This design comes from an exercise in tuning for small area on the open sky130 flow, not from production work.
In this exercise RTL edits were held to simulation tests only and were not proved equivalent to the original.
The clock port is modelled as an ideal driver, which makes a skipped or thinned clock tree look cheaper than it is; a real chip needs a root buffer or a tree.
Power is estimated from default activity; no workload was simulated.

==> module display, before the edit <==
module display(
    input clock,
    input reset,
    input [2:0] ea,
    input [1:0] arm_ea,
    input [1:0] tsp,
    input [3:0] tv,
    input [1:0] timer_ea,
    input [3:0] tseg,
    output [7:0] dec_cat,
    output [7:0] an
    );
    reg [2:0] selected;
    reg [3:0] counter;
    reg f;
    wire tick = counter[0] & ~counter[1] & ~counter[3];
    always @* begin
        case (counter)
            4'd0, 4'd1, 4'd3, 4'd7, 4'd9, 4'd13, 4'd14: f = 1'b1;
            default: f = 1'b0;
        endcase
    end
    always @(posedge clock, posedge reset) begin
        if (reset) begin
            selected <= 3'd0;
            counter  <= 4'd9;
        end else begin
            counter <= {counter[2:0], f};
            selected <= selected ^ {tick & selected[1] & selected[0], tick & selected[0], tick};
        end
    end
    wire [7:0] dsel = 8'd1 << selected;
    wire [3:0] nib = ({4{dsel[0]}} & {1'b0, ea}) |
                     ({4{dsel[1]}} & {2'b00, arm_ea}) |
                     ({4{dsel[3]}} & {2'b00, tsp}) |
                     ({4{dsel[4]}} & tv) |
                     ({4{dsel[6]}} & {2'b00, timer_ea}) |
                     ({4{dsel[7]}} & tseg);
    reg [6:0] seg;
    always @* begin
        case (nib)
            4'd0:  seg = 7'b1000000;
            4'd1:  seg = 7'b1111001;
            4'd2:  seg = 7'b0100100;
            4'd3:  seg = 7'b0110000;
            4'd4:  seg = 7'b0011001;
            4'd5:  seg = 7'b0010010;
            4'd6:  seg = 7'b0000010;
            4'd7:  seg = 7'b1111000;
            4'd8:  seg = 7'b0000000;
            4'd9:  seg = 7'b0010000;
            4'd10: seg = 7'b0001000;
            4'd11: seg = 7'b0000011;
            4'd12: seg = 7'b1000110;
            4'd13: seg = 7'b0100001;
            4'd14: seg = 7'b0000110;
            default: seg = 7'b0001110;
        endcase
    end
    assign dec_cat = {seg, 1'b1};
    assign an = {~dsel[0], ~dsel[1], 1'b1, ~dsel[3], ~dsel[4], 1'b1, ~dsel[6], ~dsel[7]};
endmodule
==> module fsm, before the edit <==
module fsm(
    input clock, reset, ignition, door_driver, door_pass, one_hz_enable, expired, reprogram,
    output start_timer, status, enable_siren,
    output[1:0] interval, ARM_EA_DISPLAY,
    output[2:0] EA_DISPLAY
);
localparam SET = 0;
localparam OFF = 1;
localparam TRIGGER = 2;
localparam ON = 3;
localparam STOP_ALARM = 4;
localparam WAIT_IGNITION_OFF = 0;
localparam WAIT_DOOR_OPEN = 1;
localparam WAIT_DOOR_CLOSE = 2;
localparam START_ARM_DELAY = 3;
reg [2:0] EA, PE;
reg [1:0] ARM_EA, ARM_PE, time_sel;
wire door = door_driver | door_pass;
wire hold = ~reprogram & ~ignition;
always @(posedge clock, posedge reset)
    if (reset) begin
        EA <= SET;
        ARM_EA <= WAIT_IGNITION_OFF;
    end else begin
        EA <= PE;
        ARM_EA <= ARM_PE;
    end
always @(posedge clock)
    time_sel <= (EA == SET) ? {door_pass, ~door_pass} :
                (EA == OFF) ? 2'd0 : 2'd3;
always @* begin
    if (reprogram)      PE = SET;
    else if (ignition)  PE = OFF;
    else case (EA)
        SET:        PE = door ? TRIGGER : SET;
        OFF:        PE = (expired && ARM_EA == START_ARM_DELAY) ? SET : OFF;
        TRIGGER:    PE = expired ? ON : TRIGGER;
        ON:         PE = door ? ON : STOP_ALARM;
        STOP_ALARM: PE = expired ? SET : door ? ON : STOP_ALARM;
        default:    PE = SET;
    endcase
end
always @* begin
    if (ignition) ARM_PE = WAIT_IGNITION_OFF;
    else case (ARM_EA)
        WAIT_IGNITION_OFF: ARM_PE = WAIT_DOOR_OPEN;
        WAIT_DOOR_OPEN:    ARM_PE = door_driver ? WAIT_DOOR_CLOSE : WAIT_DOOR_OPEN;
        WAIT_DOOR_CLOSE:   ARM_PE = door ? WAIT_DOOR_CLOSE : START_ARM_DELAY;
        default:           ARM_PE = door ? WAIT_DOOR_CLOSE : START_ARM_DELAY;
    endcase
end
assign start_timer = (EA == TRIGGER && expired) ||
                     (EA == OFF && ARM_EA == WAIT_DOOR_CLOSE && !ignition && !door) ||
                     (EA == SET && hold && door) ||
                     (EA == ON && hold && !door);
assign status = (EA == SET) ? one_hz_enable : (EA != OFF);
assign enable_siren = (EA == ON || EA == STOP_ALARM);
assign interval = time_sel;
assign EA_DISPLAY = EA;
assign ARM_EA_DISPLAY = ARM_EA;
endmodule
==> flow/config.mk <==
export PLATFORM = sky130hd
export DESIGN_NAME = top
export DESIGN_NICKNAME = top
export VERILOG_FILES = /design/flow/design.v
export SDC_FILE = /design/flow/constraint.sdc
export NUM_CORES = 4
export LEC_CHECK = 0
export CAP_MARGIN = 20
export CORE_MARGIN = 2
export CORE_UTILIZATION = 40
export PLACE_DENSITY = 0.6
export SLEW_MARGIN = 20
==> flow/constraint.sdc <==
create_clock -name core_clock -period 10.0 [get_ports {clock}]
set_input_delay 2.0000 -clock core_clock [delete_from_list [all_inputs] [get_ports {clock}]]
set_output_delay 2.0000 -clock core_clock [all_outputs]
set_load 0.01 [all_outputs]
standard.sh (not shown) runs the stock make flow with config.mk's settings and CLKGATE_MAP_FILE= SYNTH_SCRIPT=/design/flow/synth_recipe.tcl, a recipe that flattens the netlist after the stock synthesis.
==> flow/flow/run.sh <==
#!/bin/bash
# Own layout flow: the standard ORFS flow (standard.sh) with
#  - an area-oriented ABC script for the combinational logic, and no
#    adder extraction (the flip-flops are mapped by the unchanged standard
#    synthesis steps before ABC runs),
#  - port buffers of type buf_1,
#  - a two-level clock tree built by flow/cts_tree.tcl (one root buffer on
#    the clock port, CTS_LEAVES leaf buffers each driving one cluster of
#    flip-flops; both levels are inverters) in place of TritonCTS; the rest of the CTS step (timing
#    repair, legalisation) is ORFS's own.
# Each tool's output goes to the ORFS logs under orfs/logs and to
# standard_flow.log here.
set -euo pipefail
cd "$(dirname "$0")/.."
rm -rf scripts_own
cp -r "$FLOW_HOME/scripts" scripts_own
cp flow/abc_area.script scripts_own/abc_speed.script
cp flow/cts.tcl scripts_own/cts.tcl
bash standard.sh \
  SCRIPTS_DIR="$PWD/scripts_own" \
  ADDER_MAP_FILE= \
  MANUAL_CTS="$PWD/flow/cts_tree.tcl" \
  CTS_LEAVES=5 \
  CTS_LEAF_CELL=sky130_fd_sc_hd__inv_16 \
  CTS_ROOT_CELL=sky130_fd_sc_hd__inv_8 \
  "BUFFER_PORTS_ARGS=-buffer_cell sky130_fd_sc_hd__buf_1" \
  finish > standard_flow.log 2>&1
Other scripts of this flow, unchanged in this note and not shown: flow/flow/abc_area.script, flow/flow/cts.tcl, flow/flow/cts_tree.tcl
Edit:
--- a/flow/design.v
+++ b/flow/design.v
@@ -38,7 +38,7 @@
             default: f = 1'b0;
         endcase
     end
-    always @(posedge clock, posedge reset) begin
+    always @(posedge clock) begin
         if (reset) begin
             selected <= 3'd0;
             counter  <= 4'd9;
@@ -204,7 +204,7 @@
 reg [1:0] ARM_EA, ARM_PE, time_sel;
 wire door = door_driver | door_pass;
 wire hold = ~reprogram & ~ignition;
-always @(posedge clock, posedge reset)
+always @(posedge clock)
     if (reset) begin
         EA <= SET;
         ARM_EA <= WAIT_IGNITION_OFF;
=>
- first-iteration DRC count rises by 14%
- total power rises by 0.59%
- fmax rises by 1.8%
- setup slack improved by 82 ps
- global-route usage rises by 0.13 points
No run of this note takes its clock network from TritonCTS; it comes from the design's own scripts or RTL.

## separate check: timing with driven ports
In the flow no input, the clock included, has a driving cell. The finished layouts below were timed again as built, in two steps.
Step 1 assumes that a clkbuf_16 drives the clock port and a buf_2 every other input.
Step 2, shift: input delay + t, output delay - t, t = (earliest + latest rising clock arrival at the registers) / 2. This alone moves slack from input paths to output paths.
Three values: no drivers, after step 1, after step 2; two values: the first two.
run	shift t [ns]	setup WS [ns]	worst register clock-pin slew, ns
the first run	0.285	5.454 / 5.401 / 5.686	0.11 / 0.11
the second run	0.280	5.536 / 5.484 / 5.507	0.11 / 0.11
After both steps setup and hold are still met in every run listed. For the second run, which loses most, drivers alone change the setup slack by -0.052 ns; drivers and shift together by -0.029 ns.
